From an optimization exercise on the open Yosys and OpenROAD flow, aimed at small area and a short achievable clock period; shortcuts taken in it are not production practice. Only simulation tests tie the RTL to the original design; equivalence was not proved. The clock port is modelled as an ideal driver; clocking choices that lean on that would not hold on a real chip. No activity file was given, so power comes from the tool's default toggle rates.

==> run H: inputs <==
// mult_core_fast
module mult_core_fast (
    input                iclk        ,
    input                irst        ,
    input        [71:0]  idata       ,
    input        [71:0]  idata_kernel,
    input                icalc_en    ,
    output logic [7:0]   odata       ,
    output logic         odata_valid
);
    logic rin_1;
    logic rin_2;
    logic rin_3;
    logic rin_4;
    logic rin_5;
    logic rin_6;
    logic rin_7;
    logic rin_8;
    logic rin_9;
    logic rin_10;
    logic rin_11;
    logic rin_12;
    logic rin_13;
    logic rin_14;
    logic rin_15;
    logic rin_16;
    logic rin_17;
    logic rin_18;
    logic rin_19;
    logic rin_20;
    logic rin_21;
    logic rin_22;
    logic rin_23;
    logic rin_24;
    logic rin_25;
    logic rin_26;
    logic rin_27;
    logic rin_28;
    logic rin_29;
    logic rin_30;
    logic rin_31;
    logic rin_32;
    logic rin_33;
    logic rin_34;
    logic rin_35;
    logic rin_36;
    logic rin_37;
    logic rin_38;
    logic rin_39;
    logic rin_40;
    logic rin_41;
    logic rin_42;
    logic rin_43;
    logic rin_44;
    logic rin_45;
    logic rin_46;
    logic rin_47;
    logic rin_48;
    logic rin_49;
    logic rin_50;
    logic rin_51;
    logic rin_52;
    logic rin_53;
    logic rin_54;
    logic rin_55;
    logic rin_56;
    logic rin_57;
    logic rin_58;
    logic rin_59;
    logic rin_60;
    logic rin_61;
    logic rin_62;
    logic rin_63;
    logic rin_64;
    logic rin_65;
    logic rin_66;
    logic rin_67;
    logic rin_68;
    logic rin_69;
    logic rin_70;
  ...
make LEC_CHECK=0 CAP_MARGIN=20 CORE_MARGIN=2 CORE_UTILIZATION=40 SLEW_MARGIN=20 SYNTH_HIERARCHICAL=1 finish   # period 8.5 ns
run.sh (not shown) runs the stock make flow with config.mk's settings and CLKGATE_MAP_FILE= SYNTH_SCRIPT=/design/flow/synth_recipe.tcl, a recipe that flattens the netlist after the stock synthesis.
==> inputs of run D, as changes to run H <==
CORE_UTILIZATION = 65   (was 40)
==> run notes <==
| quantity | run H | run D |
|---|---|---|
| Result of the run | timing/DRC/antenna clean | timing/DRC/antenna clean |
| Global routing usage summed across all routing layers | 0.180 | 0.273 |
| Floorplan die height | 255 µm | 201 µm |
| Met1 layer wirelength in the final routing | 24,600 µm | 22,600 µm |
| Combinational cell fraction of total power | 0.579 | 0.587 |
| Initial core utilization | 0.402 | 0.656 |
| Share of the core filled with cells in the final layout | 0.466 | 0.745 |
| Per-cell via count in the routed design | 5.00 | 5.59 |
| Layout cells sized above 1 | 0.0315 | 0.0303 |
| Startpoint of the most critical register-to-register path | rin_99$_DFF_P_ | rin_111$_DFF_P_ |
| Final #Nets | 3,251 | 3,250 |
| Non-Clock Buffer Area Fraction | 0.0530 | 0.0540 |
| Time the worst path needs with I/O delays and setup | 5.04 ns | 4.83 ns |
| Total Die Area | 0.0653 mm² | 0.0405 mm² |

==> inputs of indigo <==
Another version of the RTL of mult_core_fast (not shown whole).
export LEC_CHECK = 0
export CAP_MARGIN = 20
export CORE_MARGIN = 2
export CORE_UTILIZATION = 65
export CTS_CLUSTER_DIAMETER = 100
export CTS_CLUSTER_SIZE = 30
export SETUP_SLACK_MARGIN = 4.6
export SLEW_MARGIN = 20
export SYNTH_HIERARCHICAL = 1
create_clock -name core_clock -period 8.5 [get_ports {iclk}]
standard.sh (not shown) runs the stock make flow with config.mk's settings and CLKGATE_MAP_FILE= SYNTH_SCRIPT=/design/flow/synth_recipe.tcl, a recipe that flattens the netlist after the stock synthesis.
==> flow/flow/run.sh <==
#!/bin/bash
# Standard layout, except that the port buffers are plain buf_1 cells instead of
# the default delay buffers. Each tool's output goes to its own log in this folder.
set -euo pipefail
export BUFFER_PORTS_ARGS="-buffer_cell sky130_fd_sc_hd__buf_1"
bash standard.sh > orfs_make.log 2>&1
==> xenon: changes against indigo <==
==> flow/flow/run.sh (replaced) <==
#!/bin/bash
# Standard layout with two changes:
#  - the port buffers are plain buf_1 cells instead of the default delay buffers;
#  - after clock tree synthesis, flow/skew.tcl delays the clock of the two
#    internal register banks (rp_*: products, rs_*: adder-tree rows), whose
#    inputs and outputs are all other registers, to balance the three internal
#    register-to-register stages (useful skew). Registers next to ports
#    (rin_*, ro_*, valid_pipe) keep the tree's clock.
# From global routing on, timing repair keeps a hold margin (and, where set
# here, a setup margin) over the skewed clocks.
# Each tool's output goes to its own log in this folder.
set -euo pipefail
export BUFFER_PORTS_ARGS="-buffer_cell sky130_fd_sc_hd__buf_1"
bash standard.sh cts > orfs_to_cts.log 2>&1
R=orfs/results/sky130hd/mult_core_fast/base
export SKEW_IN=$R/4_1_cts.odb
export SKEW_OUT=$R/4_1_cts.odb
export SKEW_CLASSES="rp_* sky130_fd_sc_hd__clkdlybuf4s50_1 sky130_fd_sc_hd__clkbuf_1 ; rs_* sky130_fd_sc_hd__clkdlybuf4s50_1 sky130_fd_sc_hd__clkdlybuf4s50_1"
openroad -no_splash -exit flow/skew.tcl > skew.log 2>&1
cp $R/4_1_cts.odb $R/4_cts.odb
HOLD_SLACK_MARGIN=0.1 bash standard.sh > orfs_finish.log 2>&1
==> flow/flow/skew.tcl (new file) <==
# Useful skew for internal register-to-register paths.
# Delays the clock of the registers named in SKEW_CLASSES by putting a chain of
# clock buffers between their leaf clock net and their clock pins, one chain per
# leaf net and class. Only registers whose inputs and outputs are other
# registers (no port paths) are listed.
# env: SKEW_IN, SKEW_OUT (odb files), SKEW_CLASSES: "pattern cell cell ... ; pattern cell ..."
# (the listed cells make the delay; a clkbuf sized for the sink count is added last)
read_db $::env(SKEW_IN)
set db [ord::get_db]
set block [ord::get_db_block]
set classes {}
foreach spec [split $::env(SKEW_CLASSES) ";"] {
  set spec [string trim $spec]
  if {$spec eq ""} continue
  lappend classes $spec
}
set n 0
set nets {}
foreach net [$block getNets] {
  if {[$net getSigType] eq "CLOCK"} { lappend nets $net }
}
foreach net $nets {
  foreach spec $classes {
    set pat [lindex $spec 0]
    set cells [lrange $spec 1 end]
    set sinks {}
    foreach it [$net getITerms] {
      if {[[$it getMTerm] getName] ne "CLK"} continue
      if {[string match $pat [[$it getInst] getName]]} { lappend sinks $it }
    }
    if {[llength $sinks] == 0} continue
    # centroid of the sinks
    set sx 0; set sy 0
    foreach it $sinks {
      set b [[$it getInst] getBBox]
      set sx [expr {$sx + [$b xMin]}]; set sy [expr {$sy + [$b yMin]}]
    }
    set cx [expr {int($sx / [llength $sinks])}]; set cy [expr {int($sy / [llength $sinks])}]
    set drv $net
    # the last buffer drives the sinks: size it by their number
    set k [llength $sinks]
    if {$k <= 8} { set last sky130_fd_sc_hd__clkbuf_4 } elseif {$k <= 18} { set last sky130_fd_sc_hd__clkbuf_8 } else { set last sky130_fd_sc_hd__clkbuf_16 }
    foreach cell [concat $cells $last] {
      set m [$db findMaster $cell]
      incr n
      set inst [odb::dbInst_create $block $m "skewbuf_$n"]
      set onet [odb::dbNet_create $block "skewnet_$n"]
      $onet setSigType CLOCK
      [$inst findITerm A] connect $drv
      [$inst findITerm X] connect $onet
      $inst setLocation $cx $cy
      $inst setPlacementStatus PLACED
      set drv $onet
    }
    foreach it $sinks {
      $it disconnect
      $it connect $drv
    }
    puts "skew: net [$net getName] class $pat: [llength $sinks] sinks behind [llength $cells] buffers"
  }
}
detailed_placement
check_placement -verbose
write_db $::env(SKEW_OUT)
Settings changed: SETUP_SLACK_MARGIN 4.6 to default.
==> maple: changes against indigo <==
==> flow/flow/run.sh (replaced) <==
#!/bin/bash
# Standard layout with two changes:
#  - the port buffers are plain buf_1 cells instead of the default delay buffers;
#  - after clock tree synthesis, flow/skew.tcl delays the clock of the two
#    internal register banks (rp_*: products, rs_*: adder-tree rows), whose
#    inputs and outputs are all other registers, to balance the three internal
#    register-to-register stages (useful skew). Registers next to ports
#    (rin_*, ro_*, valid_pipe) keep the tree's clock.
# Each tool's output goes to its own log in this folder.
set -euo pipefail
export BUFFER_PORTS_ARGS="-buffer_cell sky130_fd_sc_hd__buf_1"
bash standard.sh cts > orfs_to_cts.log 2>&1
R=orfs/results/sky130hd/mult_core_fast/base
export SKEW_IN=$R/4_1_cts.odb
export SKEW_OUT=$R/4_1_cts.odb
export SKEW_CLASSES="rp_* sky130_fd_sc_hd__clkdlybuf4s50_1 sky130_fd_sc_hd__clkbuf_1 ; rs_* sky130_fd_sc_hd__clkdlybuf4s50_1 sky130_fd_sc_hd__clkdlybuf4s50_1"
openroad -no_splash -exit flow/skew.tcl > skew.log 2>&1
cp $R/4_1_cts.odb $R/4_cts.odb
bash standard.sh > orfs_finish.log 2>&1
==> flow/flow/skew.tcl (new file) <==
# Useful skew for internal register-to-register paths.
# Delays the clock of the registers named in SKEW_CLASSES by putting a chain of
# clock buffers between their leaf clock net and their clock pins, one chain per
# leaf net and class. Only registers whose inputs and outputs are other
# registers (no port paths) are listed.
# env: SKEW_IN, SKEW_OUT (odb files), SKEW_CLASSES: "pattern cell cell ... ; pattern cell ..."
# (the listed cells make the delay; a clkbuf sized for the sink count is added last)
read_db $::env(SKEW_IN)
set db [ord::get_db]
set block [ord::get_db_block]
set classes {}
foreach spec [split $::env(SKEW_CLASSES) ";"] {
  set spec [string trim $spec]
  if {$spec eq ""} continue
  lappend classes $spec
}
set n 0
set nets {}
foreach net [$block getNets] {
  if {[$net getSigType] eq "CLOCK"} { lappend nets $net }
}
foreach net $nets {
  foreach spec $classes {
    set pat [lindex $spec 0]
    set cells [lrange $spec 1 end]
    set sinks {}
    foreach it [$net getITerms] {
      if {[[$it getMTerm] getName] ne "CLK"} continue
      if {[string match $pat [[$it getInst] getName]]} { lappend sinks $it }
    }
    if {[llength $sinks] == 0} continue
    # centroid of the sinks
    set sx 0; set sy 0
    foreach it $sinks {
      set b [[$it getInst] getBBox]
      set sx [expr {$sx + [$b xMin]}]; set sy [expr {$sy + [$b yMin]}]
    }
    set cx [expr {int($sx / [llength $sinks])}]; set cy [expr {int($sy / [llength $sinks])}]
    set drv $net
    # the last buffer drives the sinks: size it by their number
    set k [llength $sinks]
    if {$k <= 8} { set last sky130_fd_sc_hd__clkbuf_4 } elseif {$k <= 18} { set last sky130_fd_sc_hd__clkbuf_8 } else { set last sky130_fd_sc_hd__clkbuf_16 }
    foreach cell [concat $cells $last] {
      set m [$db findMaster $cell]
      incr n
      set inst [odb::dbInst_create $block $m "skewbuf_$n"]
      set onet [odb::dbNet_create $block "skewnet_$n"]
      $onet setSigType CLOCK
      [$inst findITerm A] connect $drv
      [$inst findITerm X] connect $onet
      $inst setLocation $cx $cy
      $inst setPlacementStatus PLACED
      set drv $onet
    }
    foreach it $sinks {
      $it disconnect
      $it connect $drv
    }
    puts "skew: net [$net getName] class $pat: [llength $sinks] sinks behind [llength $cells] buffers"
  }
}
detailed_placement
check_placement -verbose
write_db $::env(SKEW_OUT)
Settings changed: CTS_CLUSTER_SIZE 30 to 40, SETUP_SLACK_MARGIN 4.6 to default.
==> run notes <==
In indigo the via count is lower than in maple, by about 1.8%. In area after synthesis, indigo and xenon do not differ. Core utilization: xenon is higher than indigo (0.61 points). indigo completed without violations. maple finished but failed the layout checks on negative hold slack. xenon finished with timing, DRC and antenna clean. The lowest sequential share of layout area belongs to xenon, the highest to indigo.

-- what the ideal ports hide --
No port has a modelled driver above. Below, the same layouts with a new extraction and two added sets of constraints. Step 1 assumes that a clkbuf_16 drives the clock port and a buf_2 every other input. Step 2, shift: input delay + t, output delay - t, t = (earliest + latest rising clock arrival at the registers) / 2. This alone moves slack from input paths to output paths. Three values: ideal ports, drivers, drivers and shift; two values: the first two.
run	t, ns	setup WS [ns]	hold WS [ns]	clock arrival spread, ns	worst data-port slew with drivers (ns)
run H	0.620	3.460 / 3.397 / 4.017	0.435 / 0.435 / 0.435	0.012 / 0.012	0.08
run D	0.611	3.675 / 3.617 / 4.228	0.440 / 0.440 / 0.440	0.022 / 0.022	0.05
indigo	0.570	4.693 / 4.693 / 4.693	0.451 / 0.451 / 0.451	0.019 / 0.019	0.04
xenon	1.098	5.056 / 5.056 / 5.056	0.077 / 0.077 / 0.077	1.151 / 1.151	0.04
maple	1.112	5.063 / 5.063 / 5.063	-0.012 / -0.012 / -0.012	1.167 / 1.168	0.04
In xenon and maple the clock reaches the registers at very different times; t lies between them, and the last value is a rough guide only.
